This is an optimization exercise on Yosys and OpenROAD, whose aim is small area, not a production implementation. The RTL of this run was laid out without a check of its function. No activity file was given, so power comes from the tool's default toggle rates.

==> flow/design.v <==
module KFPS2KB_Shift_Register (
    input   logic           clock,
    input   logic           reset,
    input   logic           device_clock,
    input   logic           device_data,
    output  logic   [7:0]   register,
    output  logic           recieved_flag,
    output  logic           error_flag
);
    localparam logic [9:0] LFSR_START = 10'd4;
    localparam logic [9:0] LFSR_OVER  = 10'd520;
    localparam logic [9:0] LFSR_MASK  = 10'd503;
    logic           prev_device_clock;
    logic           device_clock_edge;
    logic           busy;
    logic   [9:0]   shift_register;
    logic   [9:0]   timer;
    logic   [1:0]   flag;
    logic   [1:0]   next_flag;
    logic           over;
    logic           timeout_cycle;
    logic           start;
    logic           stop_edge;
    logic           good;
    logic           next_busy;
    assign device_clock_edge = prev_device_clock & ~device_clock;
    assign flag          = busy ? 2'b00 : timer[1:0];
    assign over          = busy & ((timer & LFSR_MASK) == (LFSR_OVER & LFSR_MASK));
    assign timeout_cycle = flag[1] & flag[0];
    assign start         = ~busy & ~timeout_cycle & device_clock_edge & ~device_data;
    assign stop_edge     = busy & shift_register[0] & device_clock_edge;
    assign good          = device_data & ^shift_register[9:1];
    assign register      = shift_register[8:1];
    assign recieved_flag = flag[0] & ~flag[1];
    assign error_flag    = flag[1];
    always_comb begin
        if (over) begin
            next_busy = 1'b0;
            next_flag = {1'b1, ~device_clock_edge};
        end
        else if (timeout_cycle) begin
            next_busy = 1'b0;
            next_flag = 2'b10;
        end
        else if (stop_edge) begin
            next_busy = 1'b0;
            next_flag = good ? 2'b01 : 2'b10;
        end
        else begin
            next_busy = busy | start;
            next_flag = 2'b00;
        end
    end
    always_ff @(negedge clock, posedge reset) begin
        if (reset) begin
            prev_device_clock <= 1'b0;
            busy              <= 1'b0;
        end
        else begin
            prev_device_clock <= device_clock;
            busy              <= next_busy;
        end
    end
    always_ff @(negedge clock, posedge reset) begin
        if (reset)
            shift_register <= 10'b0;
        else if (start)
            shift_register <= 10'b10_0000_0000;
        else if (busy & ~shift_register[0] & device_clock_edge)
            shift_register <= {device_data, shift_register[9:1]};
    end
    localparam logic [9:0] TIMER_INV = 10'b10_1010_1000;
    logic   [9:0]   timer_q;
    logic   [9:0]   next_timer;
    assign timer = timer_q ^ TIMER_INV;
    always_comb begin
        if (~next_busy)
            next_timer = {8'b0, next_flag};
        else if (busy & ~device_clock_edge)
            next_timer = {timer[8:0], timer[9] ^ timer[2]};
        else
            next_timer = LFSR_START;
    end
    always_ff @(negedge clock, posedge reset) begin
        if (reset)
            timer_q <= 10'b0;
        else
            timer_q <= next_timer ^ TIMER_INV;
    end
endmodule
module KFPS2KB #(
    parameter over_time = 16'd1000
) (
    input   logic           clock,
    input   logic           reset,
    input   logic           device_clock,
    input   logic           device_data,
    output  logic           irq,
    output  logic   [7:0]   keycode,
    input   logic           clear_keycode
);
    logic   [7:0]   register;
    logic           recieved_flag;
    logic           error_flag;
    logic           break_flag;
    KFPS2KB_Shift_Register u_Shift_Register (
        .clock          (clock),
        .reset          (reset),
        .device_clock   (device_clock),
        .device_data    (device_data),
        .register       (register),
        .recieved_flag  (recieved_flag),
        .error_flag     (error_flag)
    );
    logic   [7:0]   converted;
    KFPS2KB_Table u_Table (.code(register), .out(converted));
    logic is_break_code;
    assign is_break_code = (register == 8'hF0);
    assign irq = |keycode;
    always_ff @(negedge clock, posedge reset) begin
        if (reset) begin
            keycode     <= 8'h00;
            break_flag  <= 1'b0;
        end
        else if (clear_keycode) begin
            keycode     <= 8'h00;
            break_flag  <= 1'b0;
        end
        else if (error_flag | (recieved_flag & irq)) begin
            keycode     <= 8'hFF;
            break_flag  <= 1'b0;
        end
        else if (recieved_flag) begin
            break_flag  <= is_break_code;
            if (~is_break_code)
                keycode     <= converted | {break_flag, 7'h00};
        end
    end
endmodule
module KFPS2KB_Table (
    input   logic   [7:0]   code,
    output  logic   [7:0]   out
);
    logic new_n17;
    logic new_n18;
    logic new_n19;
    logic new_n20;
    logic new_n21;
    logic new_n22;
    logic new_n23;
    logic new_n24;
    logic new_n25;
    logic new_n26;
    logic new_n27;
    logic new_n28;
    logic new_n29;
    logic new_n30;
    logic new_n31;
    logic new_n32;
    logic new_n33;
    logic new_n34;
    logic new_n35;
    logic new_n36;
    logic new_n37;
    logic new_n38;
    logic new_n39;
    logic new_n40;
    logic new_n41;
    logic new_n42;
    logic new_n43;
    logic new_n44;
    logic new_n45;
    logic new_n46;
    logic new_n47;
    logic new_n48;
    logic new_n49;
    logic new_n50;
    logic new_n51;
    logic new_n52;
    logic new_n53;
    logic new_n54;
    logic new_n55;
    logic new_n56;
    logic new_n57;
    logic new_n58;
    logic new_n59;
    logic new_n60;
    logic new_n61;
    logic new_n62;
    logic new_n63;
    logic new_n64;
    logic new_n65;
    logic new_n66;
    logic new_n67;
    logic new_n68;
    logic new_n69;
    logic new_n70;
    logic new_n71;
    logic new_n72;
    logic new_n73;
    logic new_n74;
    logic new_n75;
    logic new_n76;
    logic new_n77;
    logic new_n78;
    logic new_n79;
    logic new_n80;
    logic new_n81;
    logic new_n82;
    logic new_n83;
    logic new_n84;
    logic new_n85;
    logic new_n86;
    logic new_n87;
    logic new_n88;
    logic new_n89;
    logic new_n90;
    logic new_n91;
    logic new_n92;
    logic new_n93;
    logic new_n94;
    logic new_n95;
    logic new_n96;
    logic new_n97;
    logic new_n98;
    logic new_n99;
    logic new_n100;
    logic new_n101;
    logic new_n102;
    logic new_n103;
    logic new_n104;
    logic new_n105;
    logic new_n106;
    logic new_n107;
    logic new_n108;
    logic new_n109;
    logic new_n110;
    logic new_n111;
    logic new_n112;
    logic new_n113;
    logic new_n114;
    logic new_n115;
    logic new_n116;
    logic new_n117;
    logic new_n118;
    logic new_n119;
    logic new_n120;
    logic new_n121;
    logic new_n122;
    logic new_n123;
    logic new_n124;
    logic new_n125;
    logic new_n126;
    logic new_n127;
    logic new_n128;
    logic new_n130;
    logic new_n131;
    logic new_n132;
    logic new_n133;
    logic new_n134;
    logic new_n135;
    logic new_n136;
    logic new_n137;
    logic new_n138;
    logic new_n139;
    logic new_n140;
    logic new_n141;
    logic new_n142;
    logic new_n143;
    logic new_n144;
    logic new_n145;
    logic new_n146;
    logic new_n147;
    logic new_n148;
    logic new_n149;
    logic new_n150;
    logic new_n151;
    logic new_n152;
    logic new_n153;
    logic new_n154;
    logic new_n155;
    logic new_n156;
    logic new_n157;
    logic new_n158;
    logic new_n159;
    logic new_n160;
    logic new_n161;
    logic new_n162;
    logic new_n163;
    logic new_n164;
    logic new_n165;
    logic new_n166;
    logic new_n167;
    logic new_n168;
    logic new_n169;
    logic new_n170;
    logic new_n171;
    logic new_n172;
    logic new_n173;
    logic new_n174;
    logic new_n175;
    logic new_n176;
    logic new_n177;
    logic new_n178;
    logic new_n179;
    logic new_n180;
    logic new_n181;
    logic new_n182;
    logic new_n183;
    logic new_n184;
    logic new_n185;
    logic new_n186;
    logic new_n187;
    logic new_n189;
    logic new_n190;
    logic new_n191;
    logic new_n192;
    logic new_n193;
    logic new_n194;
    logic new_n195;
    logic new_n196;
    logic new_n197;
    logic new_n198;
    logic new_n199;
    logic new_n200;
    logic new_n201;
    logic new_n202;
    logic new_n203;
    logic new_n204;
    logic new_n205;
    logic new_n206;
    logic new_n207;
    logic new_n208;
    logic new_n209;
    logic new_n210;
    logic new_n211;
    logic new_n212;
    logic new_n213;
    logic new_n214;
    logic new_n215;
    logic new_n216;
    logic new_n217;
    logic new_n218;
    logic new_n219;
    logic new_n220;
    logic new_n221;
    logic new_n223;
    logic new_n224;
    logic new_n225;
    logic new_n226;
    logic new_n227;
    logic new_n228;
    logic new_n229;
    logic new_n230;
    logic new_n231;
    logic new_n232;
    logic new_n233;
    logic new_n234;
    logic new_n235;
    logic new_n236;
    logic new_n237;
    logic new_n238;
    logic new_n239;
    logic new_n240;
    logic new_n241;
    logic new_n242;
    logic new_n243;
    logic new_n244;
    logic new_n245;
    logic new_n246;
    logic new_n247;
    logic new_n248;
    logic new_n249;
    logic new_n250;
    logic new_n251;
    logic new_n252;
    logic new_n253;
    logic new_n255;
    logic new_n256;
    logic new_n257;
    logic new_n259;
    logic new_n260;
    logic new_n261;
    logic new_n262;
    logic new_n263;
    logic new_n264;
    logic new_n265;
    logic new_n266;
    logic new_n267;
    logic new_n268;
    logic new_n269;
    logic new_n270;
    logic new_n271;
    logic new_n272;
    logic new_n273;
    logic new_n275;
    logic new_n276;
    logic new_n277;
    logic new_n278;
    logic new_n279;
    logic new_n280;
    logic new_n281;
    logic new_n282;
    logic new_n283;
    logic new_n284;
    logic new_n285;
    logic new_n286;
    logic new_n287;
    logic new_n288;
    logic new_n289;
    logic new_n290;
    logic new_n291;
    logic new_n292;
    logic new_n293;
    logic new_n294;
    logic new_n296;
    logic new_n297;
    logic new_n298;
    logic new_n299;
    logic new_n300;
    logic new_n301;
    logic new_n302;
    logic new_n303;
    logic new_n304;
    logic new_n305;
    logic new_n306;
    logic new_n307;
    logic new_n308;
    assign new_n17 = code[5] & code[6];
    assign new_n18 = code[1] & ~code[3];
    assign new_n19 = new_n17 & ~new_n18;
    assign new_n20 = ~code[1] & code[3];
    assign new_n21 = code[1] & code[4];
    assign new_n22 = ~code[5] & ~code[6];
    assign new_n23 = ~new_n21 & ~new_n22;
    assign new_n24 = ~new_n20 & new_n23;
    assign new_n25 = ~new_n19 & new_n24;
    assign new_n26 = code[2] & ~code[7];
    assign new_n27 = ~code[2] & ~code[6];
    assign new_n28 = ~code[4] & new_n27;
    assign new_n29 = ~new_n26 & ~new_n28;
    assign new_n30 = ~new_n25 & ~new_n29;
    assign new_n31 = code[3] & code[4];
    assign new_n32 = ~new_n17 & new_n31;
    assign new_n33 = ~code[2] & ~new_n32;
    assign new_n34 = ~code[3] & code[4];
    assign new_n35 = new_n17 & new_n34;
    assign new_n36 = ~code[4] & new_n20;
    assign new_n37 = ~code[7] & ~new_n36;
    assign new_n38 = ~new_n35 & new_n37;
    assign new_n39 = new_n33 & new_n38;
    assign new_n40 = ~new_n30 & ~new_n39;
    assign new_n41 = ~code[2] & ~code[5];
    assign new_n42 = code[1] & ~new_n41;
    assign new_n43 = code[3] & ~code[6];
    assign new_n44 = ~new_n42 & new_n43;
    assign new_n45 = ~new_n40 & ~new_n44;
    assign new_n46 = ~code[0] & ~new_n45;
    assign new_n47 = code[7] & ~new_n45;
    assign new_n48 = ~code[2] & code[6];
    assign new_n49 = code[1] & code[3];
    assign new_n50 = ~code[5] & ~new_n49;
    assign new_n51 = new_n48 & ~new_n50;
    assign new_n52 = code[1] & ~code[4];
    assign new_n53 = code[3] & new_n17;
    assign new_n54 = new_n52 & new_n53;
    assign new_n55 = ~new_n51 & ~new_n54;
    assign new_n56 = ~code[0] & new_n55;
    assign new_n57 = code[0] & code[6];
    assign new_n58 = ~code[3] & ~code[6];
    assign new_n59 = code[4] & ~new_n58;
    assign new_n60 = ~new_n57 & ~new_n59;
    assign new_n61 = ~code[1] & ~new_n60;
    assign new_n62 = ~code[3] & ~code[4];
    assign new_n63 = ~new_n31 & ~new_n62;
    assign new_n64 = ~code[0] & ~code[6];
    assign new_n65 = ~new_n18 & new_n64;
    assign new_n66 = ~new_n63 & new_n65;
    assign new_n67 = ~new_n61 & ~new_n66;
    assign new_n68 = code[2] & code[4];
    assign new_n69 = code[5] & ~new_n68;
    assign new_n70 = ~new_n67 & new_n69;
    assign new_n71 = ~new_n48 & ~new_n70;
    assign new_n72 = new_n55 & ~new_n71;
    assign new_n73 = ~new_n17 & ~new_n22;
    assign new_n74 = new_n36 & new_n73;
    assign new_n75 = new_n18 & new_n22;
    assign new_n76 = code[0] & ~new_n75;
    assign new_n77 = ~new_n74 & new_n76;
    assign new_n78 = ~new_n72 & new_n77;
    assign new_n79 = ~new_n56 & ~new_n78;
    assign new_n80 = ~code[6] & new_n31;
    assign new_n81 = code[6] & ~new_n31;
    assign new_n82 = ~code[1] & ~new_n81;
    assign new_n83 = ~new_n80 & new_n82;
    assign new_n84 = ~code[1] & new_n27;
    assign new_n85 = ~new_n19 & ~new_n84;
    assign new_n86 = ~new_n83 & ~new_n85;
    assign new_n87 = ~code[0] & ~code[1];
    assign new_n88 = ~new_n17 & ~new_n87;
    assign new_n89 = new_n33 & ~new_n88;
    assign new_n90 = code[0] & code[1];
    assign new_n91 = code[2] & new_n90;
    assign new_n92 = ~new_n89 & ~new_n91;
    assign new_n93 = ~new_n86 & new_n92;
    assign new_n94 = ~new_n79 & new_n93;
    assign new_n95 = code[6] & new_n31;
    assign new_n96 = new_n79 & ~new_n93;
    assign new_n97 = new_n95 & ~new_n96;
    assign new_n98 = ~new_n94 & new_n97;
    assign new_n99 = ~code[7] & new_n83;
    assign new_n100 = code[2] & code[5];
    assign new_n101 = ~code[7] & ~new_n100;
    assign new_n102 = ~code[1] & ~new_n101;
    assign new_n103 = ~new_n99 & new_n102;
    assign new_n104 = ~code[2] & code[5];
    assign new_n105 = ~new_n63 & new_n104;
    assign new_n106 = code[3] & ~code[4];
    assign new_n107 = new_n41 & new_n106;
    assign new_n108 = ~new_n105 & ~new_n107;
    assign new_n109 = ~new_n103 & new_n108;
    assign new_n110 = code[0] & ~new_n109;
    assign new_n111 = code[2] & ~code[5];
    assign new_n112 = ~code[1] & new_n58;
    assign new_n113 = ~code[1] & ~code[3];
    assign new_n114 = code[0] & ~code[6];
    assign new_n115 = ~new_n113 & ~new_n114;
    assign new_n116 = code[2] & ~new_n115;
    assign new_n117 = ~new_n112 & new_n116;
    assign new_n118 = ~new_n111 & ~new_n117;
    assign new_n119 = new_n18 & ~new_n118;
    assign new_n120 = ~code[5] & new_n114;
    assign new_n121 = code[1] & ~code[2];
    assign new_n122 = ~new_n114 & new_n121;
    assign new_n123 = ~new_n120 & ~new_n122;
    assign new_n124 = new_n34 & ~new_n123;
    assign new_n125 = ~new_n119 & ~new_n124;
    assign new_n126 = ~new_n110 & new_n125;
    assign new_n127 = ~new_n98 & new_n126;
    assign new_n128 = ~new_n47 & ~new_n127;
    assign out[0] = ~new_n46 & ~new_n128;
    assign new_n130 = ~code[4] & code[5];
    assign new_n131 = ~code[6] & new_n130;
    assign new_n132 = new_n20 & ~new_n95;
    assign new_n133 = ~new_n131 & new_n132;
    assign new_n134 = new_n34 & new_n73;
    assign new_n135 = ~new_n53 & ~new_n134;
    assign new_n136 = ~new_n133 & new_n135;
    assign new_n137 = ~code[0] & ~new_n136;
    assign new_n138 = new_n36 & new_n114;
    assign new_n139 = new_n57 & new_n130;
    assign new_n140 = ~new_n138 & ~new_n139;
    assign new_n141 = ~new_n137 & new_n140;
    assign new_n142 = code[2] & ~new_n141;
    assign new_n143 = code[0] & ~code[5];
    assign new_n144 = ~new_n42 & new_n143;
    assign new_n145 = ~code[1] & ~code[2];
    assign new_n146 = ~code[0] & code[5];
    assign new_n147 = new_n145 & ~new_n146;
    assign new_n148 = ~new_n144 & ~new_n147;
    assign new_n149 = ~new_n62 & ~new_n95;
    assign new_n150 = ~new_n148 & ~new_n149;
    assign new_n151 = ~new_n70 & ~new_n150;
    assign new_n152 = ~new_n142 & new_n151;
    assign new_n153 = ~code[7] & ~new_n152;
    assign new_n154 = code[2] & ~code[6];
    assign new_n155 = ~new_n48 & ~new_n154;
    assign new_n156 = ~code[5] & ~new_n155;
    assign new_n157 = code[6] & new_n106;
    assign new_n158 = ~code[4] & ~new_n58;
    assign new_n159 = ~new_n157 & new_n158;
    assign new_n160 = ~new_n156 & new_n159;
    assign new_n161 = ~code[7] & ~new_n160;
    assign new_n162 = ~code[0] & ~new_n161;
    assign new_n163 = code[5] & new_n34;
    assign new_n164 = ~new_n68 & ~new_n163;
    assign new_n165 = code[5] & ~new_n114;
    assign new_n166 = ~new_n164 & ~new_n165;
    assign new_n167 = code[0] & code[3];
    assign new_n168 = new_n48 & new_n167;
    assign new_n169 = ~new_n166 & ~new_n168;
    assign new_n170 = ~new_n162 & new_n169;
    assign new_n171 = ~new_n47 & new_n170;
    assign new_n172 = ~code[1] & ~new_n171;
    assign new_n173 = ~new_n87 & ~new_n90;
    assign new_n174 = code[3] & new_n173;
    assign new_n175 = ~new_n52 & ~new_n174;
    assign new_n176 = new_n41 & ~new_n175;
    assign new_n177 = new_n20 & new_n104;
    assign new_n178 = ~code[0] & ~new_n145;
    assign new_n179 = ~code[1] & code[5];
    assign new_n180 = new_n34 & ~new_n179;
    assign new_n181 = ~new_n178 & new_n180;
    assign new_n182 = ~new_n177 & ~new_n181;
    assign new_n183 = ~new_n176 & new_n182;
    assign new_n184 = ~code[2] & new_n22;
    assign new_n185 = new_n183 & new_n184;
    assign new_n186 = new_n171 & ~new_n185;
    assign new_n187 = ~new_n172 & ~new_n186;
    assign out[1] = new_n153 | new_n187;
    assign new_n189 = ~code[2] & code[7];
    assign new_n190 = new_n113 & new_n130;
    assign new_n191 = ~code[2] & ~new_n190;
    assign new_n192 = ~new_n20 & new_n173;
    assign new_n193 = code[5] & ~new_n192;
    assign new_n194 = code[6] & new_n63;
    assign new_n195 = new_n193 & new_n194;
    assign new_n196 = code[5] & new_n88;
    assign new_n197 = ~new_n174 & new_n196;
    assign new_n198 = new_n22 & new_n62;
    assign new_n199 = ~code[0] & new_n198;
    assign new_n200 = code[3] & new_n87;
    assign new_n201 = new_n26 & ~new_n200;
    assign new_n202 = ~new_n199 & new_n201;
    assign new_n203 = ~new_n197 & new_n202;
    assign new_n204 = ~new_n195 & new_n203;
    assign new_n205 = ~new_n98 & new_n204;
    assign new_n206 = ~new_n191 & ~new_n205;
    assign new_n207 = ~new_n36 & ~new_n87;
    assign new_n208 = new_n22 & ~new_n207;
    assign new_n209 = ~code[0] & new_n106;
    assign new_n210 = new_n183 & ~new_n209;
    assign new_n211 = code[6] & ~new_n210;
    assign new_n212 = ~code[3] & new_n143;
    assign new_n213 = ~new_n146 & ~new_n212;
    assign new_n214 = new_n52 & ~new_n213;
    assign new_n215 = code[1] & new_n80;
    assign new_n216 = new_n213 & new_n215;
    assign new_n217 = ~new_n214 & ~new_n216;
    assign new_n218 = ~new_n111 & ~new_n217;
    assign new_n219 = ~new_n211 & ~new_n218;
    assign new_n220 = ~new_n208 & new_n219;
    assign new_n221 = ~new_n206 & new_n220;
    assign out[2] = ~new_n189 & ~new_n221;
    assign new_n223 = ~new_n27 & ~new_n68;
    assign new_n224 = ~new_n219 & ~new_n223;
    assign new_n225 = ~new_n62 & new_n155;
    assign new_n226 = new_n87 & ~new_n225;
    assign new_n227 = ~code[2] & ~new_n34;
    assign new_n228 = ~new_n68 & new_n173;
    assign new_n229 = ~new_n227 & new_n228;
    assign new_n230 = ~code[5] & ~new_n229;
    assign new_n231 = ~new_n226 & new_n230;
    assign new_n232 = ~new_n224 & new_n231;
    assign new_n233 = ~code[4] & new_n173;
    assign new_n234 = new_n196 & ~new_n233;
    assign new_n235 = ~new_n70 & ~new_n234;
    assign new_n236 = ~code[3] & ~new_n235;
    assign new_n237 = code[6] & ~new_n106;
    assign new_n238 = new_n146 & new_n237;
    assign new_n239 = new_n101 & ~new_n238;
    assign new_n240 = ~new_n234 & ~new_n239;
    assign new_n241 = new_n234 & new_n239;
    assign new_n242 = ~new_n240 & ~new_n241;
    assign new_n243 = ~new_n236 & new_n242;
    assign new_n244 = ~new_n232 & new_n243;
    assign new_n245 = new_n21 & new_n41;
    assign new_n246 = ~code[7] & ~new_n245;
    assign new_n247 = code[3] & ~new_n246;
    assign new_n248 = ~code[6] & ~new_n90;
    assign new_n249 = code[1] & code[6];
    assign new_n250 = ~new_n130 & new_n249;
    assign new_n251 = ~new_n248 & ~new_n250;
    assign new_n252 = new_n201 & new_n251;
    assign new_n253 = ~new_n247 & ~new_n252;
    assign out[3] = new_n244 | ~new_n253;
    assign new_n255 = ~code[4] & code[7];
    assign new_n256 = new_n62 & new_n64;
    assign new_n257 = ~code[7] & ~new_n256;
    assign out[7] = ~new_n186 & ~new_n257;
    assign new_n259 = ~code[3] & new_n139;
    assign new_n260 = new_n87 & ~new_n157;
    assign new_n261 = ~new_n163 & new_n260;
    assign new_n262 = ~new_n81 & new_n90;
    assign new_n263 = ~new_n198 & ~new_n262;
    assign new_n264 = ~new_n261 & new_n263;
    assign new_n265 = ~new_n27 & ~new_n89;
    assign new_n266 = ~new_n264 & new_n265;
    assign new_n267 = ~new_n259 & ~new_n266;
    assign new_n268 = ~new_n79 & new_n267;
    assign new_n269 = ~out[7] & new_n268;
    assign new_n270 = ~new_n255 & ~new_n269;
    assign new_n271 = ~new_n104 & ~new_n114;
    assign new_n272 = code[4] & ~new_n271;
    assign new_n273 = ~new_n193 & new_n272;
    assign out[4] = new_n270 | new_n273;
    assign new_n275 = new_n48 & ~new_n217;
    assign new_n276 = new_n155 & new_n233;
    assign new_n277 = new_n49 & new_n114;
    assign new_n278 = ~code[6] & new_n68;
    assign new_n279 = ~code[7] & ~new_n278;
    assign new_n280 = ~new_n277 & new_n279;
    assign new_n281 = ~new_n117 & new_n280;
    assign new_n282 = ~new_n276 & new_n281;
    assign new_n283 = ~new_n275 & new_n282;
    assign new_n284 = ~code[5] & ~new_n283;
    assign new_n285 = ~code[6] & ~new_n34;
    assign new_n286 = new_n87 & ~new_n285;
    assign new_n287 = ~new_n194 & new_n286;
    assign new_n288 = new_n100 & ~new_n139;
    assign new_n289 = ~new_n54 & new_n288;
    assign new_n290 = ~new_n287 & new_n289;
    assign new_n291 = new_n51 & ~new_n209;
    assign new_n292 = ~new_n25 & new_n291;
    assign new_n293 = ~new_n290 & ~new_n292;
    assign new_n294 = ~code[7] & ~new_n293;
    assign out[5] = ~new_n284 & ~new_n294;
    assign new_n296 = code[3] & new_n79;
    assign new_n297 = ~new_n79 & ~new_n95;
    assign new_n298 = new_n152 & ~new_n297;
    assign new_n299 = ~new_n296 & new_n298;
    assign new_n300 = code[6] & ~new_n34;
    assign new_n301 = code[4] & ~new_n249;
    assign new_n302 = ~new_n300 & ~new_n301;
    assign new_n303 = new_n232 & new_n302;
    assign new_n304 = ~code[7] & new_n93;
    assign new_n305 = ~new_n303 & new_n304;
    assign new_n306 = ~new_n299 & new_n305;
    assign new_n307 = ~code[6] & code[7];
    assign new_n308 = ~new_n186 & new_n307;
    assign out[6] = ~new_n306 & ~new_n308;
endmodule
==> flow/flow/run.sh <==
#!/bin/bash
# Layout flow: the standard ORFS flow with an area-oriented synthesis
# (no half/full-adder extraction; the combinational logic is optimised by
# ABC with the scripts flow/abc_*.abc, run four at a time, and the smallest
# netlist is kept), port buffers of the smallest buffer cell, and a clock
# tree of clkbuf_4 cells without dummy loads.
set -euo pipefail
WD=$(pwd)
FD=$WD/flow
M=$WD/myflow
mkdir -p $M
# synthesis script: the standard flow's, with ORFS's synth.tcl replaced by a copy that
# skips the adder extraction and runs ABC with the script in $MY_ABC_SCRIPT
sed "s#source \$::env(SCRIPTS_DIR)/synth.tcl#source $M/synth_core.tcl#" synth_recipe.tcl > $M/my_synth.tcl
grep -q "myflow/synth_core.tcl" $M/my_synth.tcl
python3 - "$FLOW_HOME/scripts/synth.tcl" "$M/synth_core.tcl" <<'P'
import sys
s = open(sys.argv[1]).read()
a = s.index('# Technology mapping of adders')
b = s.index('# Technology mapping of latches')
s = s[:a] + s[b:]
old = "  log_cmd abc {*}$abc_args\n"
assert old in s
s = s.replace(old, "  log_cmd abc -script $::env(MY_ABC_SCRIPT) {*}[lrange $abc_args 2 end]\n")
open(sys.argv[2], 'w').write(s)
P
ARGS=(
  SYNTH_SCRIPT=$M/my_synth.tcl
  "BUFFER_PORTS_ARGS=-buffer_cell sky130_fd_sc_hd__buf_1"
  "CTS_ARGS=-sink_clustering_enable -repair_clock_nets -dont_use_dummy_load -buf_list sky130_fd_sc_hd__clkbuf_4 -root_buf sky130_fd_sc_hd__clkbuf_4"
)
pids=()
for f in $FD/abc_*.abc; do
  n=$(basename $f .abc)
  sed "s#WORK_HOME=$WD/orfs #WORK_HOME=$M/$n #" standard.sh > $M/standard_$n.sh
  grep -q "WORK_HOME=$M/$n " $M/standard_$n.sh
  MY_ABC_SCRIPT=$f bash $M/standard_$n.sh "${ARGS[@]}" synth > $WD/synth_$n.log 2>&1 &
  pids+=($!)
  if [[ ${#pids[@]} -ge 4 ]]; then
    for p in "${pids[@]}"; do wait $p; done
    pids=()
  fi
done
for p in "${pids[@]}"; do wait $p; done
best=""
bestarea=""
for f in $FD/abc_*.abc; do
  n=$(basename $f .abc)
  area=$(grep -m1 "Chip area for module" $M/$n/reports/sky130hd/KFPS2KB/base/synth_stat.txt | awk '{print $NF}')
  echo "$n $area" >> $WD/synth_areas.log
  if [[ -z "$best" ]] || python3 -c "import sys; sys.exit(0 if float('$area') < float('$bestarea') else 1)"; then
    best=$n; bestarea=$area
  fi
done
echo "kept $best $bestarea" >> $WD/synth_areas.log
mkdir -p $WD/orfs
cp -rp $M/$best/results $M/$best/reports $M/$best/logs $M/$best/objects $WD/orfs/
MY_ABC_SCRIPT=$FD/$best.abc bash standard.sh "${ARGS[@]}" finish > $WD/flow_make.log 2>&1
==> flow/flow/abc_a.abc <==
strash
dch -f
amap
strash
dch -f
amap
topo
dnsize -c
==> flow/flow/abc_d1.abc <==
strash
&get -n
&deepsyn -T 120 -S 1
&put
dch -f
amap
strash
dch -f
amap
topo
dnsize -c
==> flow/flow/abc_d2.abc <==
strash
&get -n
&deepsyn -T 120 -S 2
&put
dch -f
amap
strash
dch -f
amap
topo
dnsize -c
==> flow/flow/abc_d3.abc <==
strash
&get -n
&deepsyn -T 120 -S 3
&put
dch -f
amap
strash
dch -f
amap
topo
dnsize -c
==> flow/flow/abc_d4.abc <==
strash
&get -n
&deepsyn -T 120 -S 4
&put
dch -f
amap
strash
dch -f
amap
topo
dnsize -c
==> flow/flow/abc_d5.abc <==
strash
&get -n
&deepsyn -T 120 -S 5
&put
dch -f
amap
strash
dch -f
amap
topo
dnsize -c
==> flow/flow/abc_d6.abc <==
strash
&get -n
&deepsyn -T 120 -S 6
&put
dch -f
amap
strash
dch -f
amap
topo
dnsize -c
==> flow/flow/abc_d7.abc <==
strash
&get -n
&deepsyn -T 120 -S 7
&put
dch -f
amap
strash
dch -f
amap
topo
dnsize -c
==> flow/standard.sh <==
#!/bin/bash
# synth_recipe.tcl (not shown) runs the flow's synth.tcl, then flattens the netlist and writes it again
# the make line also repeats each setting of config.mk as NAME=value (left out here)
make -C /OpenROAD-flow-scripts/flow DESIGN_CONFIG=/design/flow/config.mk WORK_HOME=/design/flow/orfs CLKGATE_MAP_FILE= SYNTH_SCRIPT=/design/flow/synth_recipe.tcl "${@:-finish}"
==> flow/config.mk <==
export PLATFORM = sky130hd
export DESIGN_NAME = KFPS2KB
export DESIGN_NICKNAME = KFPS2KB
export VERILOG_FILES = /design/flow/design.v
export SDC_FILE = /design/flow/constraint.sdc
export NUM_CORES = 4
export LEC_CHECK = 0
export CAP_MARGIN = 20
export CORE_MARGIN = 2
export CORE_UTILIZATION = 40
export SLEW_MARGIN = 20
==> flow/constraint.sdc <==
create_clock -name core_clock -period 10.0 [get_ports {clock}]
set_input_delay 2.0000 -clock core_clock [delete_from_list [all_inputs] [get_ports {clock}]]
set_output_delay 2.0000 -clock core_clock [all_outputs]
set_load 0.01 [all_outputs]
==> impl_metrics.env <==
export IMPL_whs_path_depth=1
export IMPL_ys_ff_latch=31
export IMPL_cts_buffers=5
export IMPL_yosys_warnings=2
export IMPL_antenna_cells=0
export IMPL_synth_area_leaders="dfrtn_1, nor2_1, clkinv_1"
export IMPL_netlist_area_sq_um=2120
export IMPL_wl_per_cell_um=17.8
export IMPL_hpwl_um=4910
export IMPL_path_class="reg -> out"
export IMPL_rr_startpoint="u_Shift_Register.shift_register[6]$_DFFE_NP0P_"
export IMPL_hold_viol=0
export IMPL_antenna_found_initial=0
export IMPL_antenna_left=0
export IMPL_grt_usage_pct=23.8
export IMPL_dieArea_sq_um=5900
export IMPL_cp_cell_sequence="or4_1 -> or3_1 -> buf_1"
export IMPL_hold_path_end="u_Shift_Register.timer_q[5]$_DFF_NP0_"
export IMPL_rsz0062_at_grt="no"
export IMPL_synthCells=296
export IMPL_relSlewSlack_pct=41.9
export IMPL_slew_violations=0
export IMPL_grt_pass1_wl_um=11200
export IMPL_hold_buffers=0
export IMPL_avgSynthCellArea_sq_um=7.17
export IMPL_async_flop_share_pct=100
export IMPL_yosysTopAreaCellShare_pct=36.6
export IMPL_p_leak_nw=0.822
export IMPL_setup_tns_ns=0
export IMPL_clkTransAtPathRegs_ns=0.06
export IMPL_final_core_util_pct=45.0
export IMPL_core_sq_um=5110
export IMPL_ys_flop_type="dfrtn_1"
export IMPL_max_stage_delay_ns=0.50
export IMPL_power_density_nw_per_um2=326
export IMPL_numPortBuffers=13
export IMPL_gp_congestion=1.01
export IMPL_setup_violations=0
export IMPL_synthTopCellsByCount="nor2_1, clkinv_1, dfrtn_1"
export IMPL_nFillCells=541
export IMPL_hp_class="reg -> reg"
export IMPL_r2r_slack_ns=5.62
export IMPL_fin_nets=321
export IMPL_yosys_area_top_type="dfrtn_1"
export IMPL_overflow=0
export IMPL_tightestPinTransition_ns=0.863
export IMPL_drive_above_1_share_pct=1.91
export IMPL_vias=2489
export IMPL_num_io_pins=14
export IMPL_clk_path_buf_depth=2
export IMPL_cts_setup_buffers=0
export IMPL_clock_latency_ns=0.32
export IMPL_cts_resized=0
export IMPL_drt_first_pass_iters=5
export IMPL_drt_total_wl_um=6840
export IMPL_drv_cap=0
export IMPL_syn_nets=301
export IMPL_htreeDepth=2
export IMPL_tritoncts="done"
export IMPL_drt_iter0_drc=503
export IMPL_die_w_um=76.8
export IMPL_cp_slowest_cell="or4_1"
export IMPL_rr_endpoint="keycode[2]$_DFFE_NP0P_"
export IMPL_synth_most_common_cell="nor2_1"
export IMPL_synth_edf_count=0
export IMPL_grt_pass1_vias=2227
export IMPL_drc=0
export IMPL_vias_per_cell=6.48
export IMPL_clock_root_buffer="clkbuf_4"
export IMPL_peakVddDrop_uv=146
export IMPL_initial_core_util_pct=41.5
export IMPL_finalClockSkew_ns=0.0179
export IMPL_grt_max_degree=32
export IMPL_path_max_fanout=3
export IMPL_rows=26
export IMPL_cp_start_kind="flip-flop"
export IMPL_ff2ff_path_depth=13
export IMPL_seq_area_frac_synth_pct=36.6
export IMPL_status="finished clean"
export IMPL_ys_types=32
export IMPL_crit_required_ns=8.00
export IMPL_cp_arrival_ns=6.71
export IMPL_hp_start="u_Shift_Register.timer_q[4]$_DFF_NP0_"
export IMPL_endpoint_kind="output port"
export IMPL_areaGrowthSynthToFinish_pct=8.20
export IMPL_clkSinkCount=31
export IMPL_die_y_um=76.8
worst max-delay path: cells and delay by family, from the launching register on:
| family | cells | cell delay [ns] |
|---|---|---|
| buffers and inverters | 1 | 0.15 |
| DFF | 1 | 0.35 |
| and+or+nand+nor | 2 | 0.90 |
cell type report:
cell class / count / area, sq um / share of cell area, %
clock buffer: 5 / 37.5 / 1.63
inverter: 32 / 120 / 5.23
multi-input combinational: 233 / 1230 / 53.4
sequential: 31 / 776 / 33.8
tap: 70 / 87.6 / 3.81
timing repair buffer: 13 / 48.8 / 2.13
state kept, by name, summed over array words and instances (netlist names):
register and flops:
u_Shift_Register.busy 1, u_Shift_Register.shift_register 10, keycode 8, break_flag 1
u_Shift_Register.timer_q 10, u_Shift_Register.prev_device_clock 1
per-layer routing:
| layer | up-vias | track usage [%] | wire, um |
|---|---|---|---|
| met5 | - | 0 | 0 |
| met2 | 190 | 34.7 | 2990 |
| met4 | 0 | 11.1 | 253 |
| met3 | 28 | 4.00 | 768 |
| met1 | 1126 | 34.2 | 2830 |
| li1 | 1145 | - | - |
power breakdown:
part           total (mW)  internal, mW  switching (mW)
Clock              0.0604        0.0234          0.0370
Sequential          0.228         0.162          0.0664
Combinational       0.461         0.155           0.306
logic make-up after synthesis:
family	Yosys count	synth area share [%]
compound gates	94	29.7
buf+inv	32	5.66
flops	31	36.6
simple gates	139	28.1
placed cells by master (no fill, tap or decap), types with 3 or more instances in the layout:
cell | synthesis | final
o21ai_0 | 18 | 18
a21oi_1 | 18 | 18
o32ai_1 | 8 | 8
a211oi_1 | 6 | 6
nand2_1 | 17 | 17
nor2_1 | 80 | 80
nand3_1 | 10 | 10
nor4_1 | 5 | 5
a221oi_1 | 3 | 3
nor3_1 | 18 | 18
clkbuf_4 | 0 | 5
or3_1 | 4 | 4
o22ai_1 | 15 | 15
dfrtn_1 | 31 | 31
o21a_1 | 7 | 7
a311oi_1 | 3 | 3
clkinv_1 | 32 | 31
buf_1 | 0 | 13
worst max-delay path by stage:
stage / cells past startpoint / to / slack [ns] / from
after floorplan: 5 / u_Shift_Register.shift_register[1]$_DFFE_NP0P_ / 1.43 / device_clock
after global placement: 6 / u_Shift_Register.shift_register[8]$_DFFE_NP0P_ / 1.09 / device_clock
after detailed placement: 6 / u_Shift_Register.shift_register[1]$_DFFE_NP0P_ / 0.96 / device_clock
after CTS: 3 / irq / 1.28 / keycode[4]$_DFFE_NP0P_
after global routing: 6 / u_Shift_Register.shift_register[1]$_DFFE_NP0P_ / 1.03 / device_clock
final: 3 / irq / 1.29 / keycode[4]$_DFFE_NP0P_
metrics by stage:
step / setup slack, ns / instances / instance area [sq um] / hold slack, ns / power (mW)
final: 1.29 / 384 / 2300 / 0.343 / 0.749
after global routing: 1.03 / 384 / 2300 / 0.358 / 0.808
after CTS: 1.28 / 384 / 2300 / 0.344 / 0.734
after detailed placement: 0.958 / 379 / 2260 / 0.343 / 0.672
after global placement: 1.09 / 379 / 2260 / 0.340 / 0.686
after floorplan: 1.43 / 296 / 2120 / 0.317 / 0.541
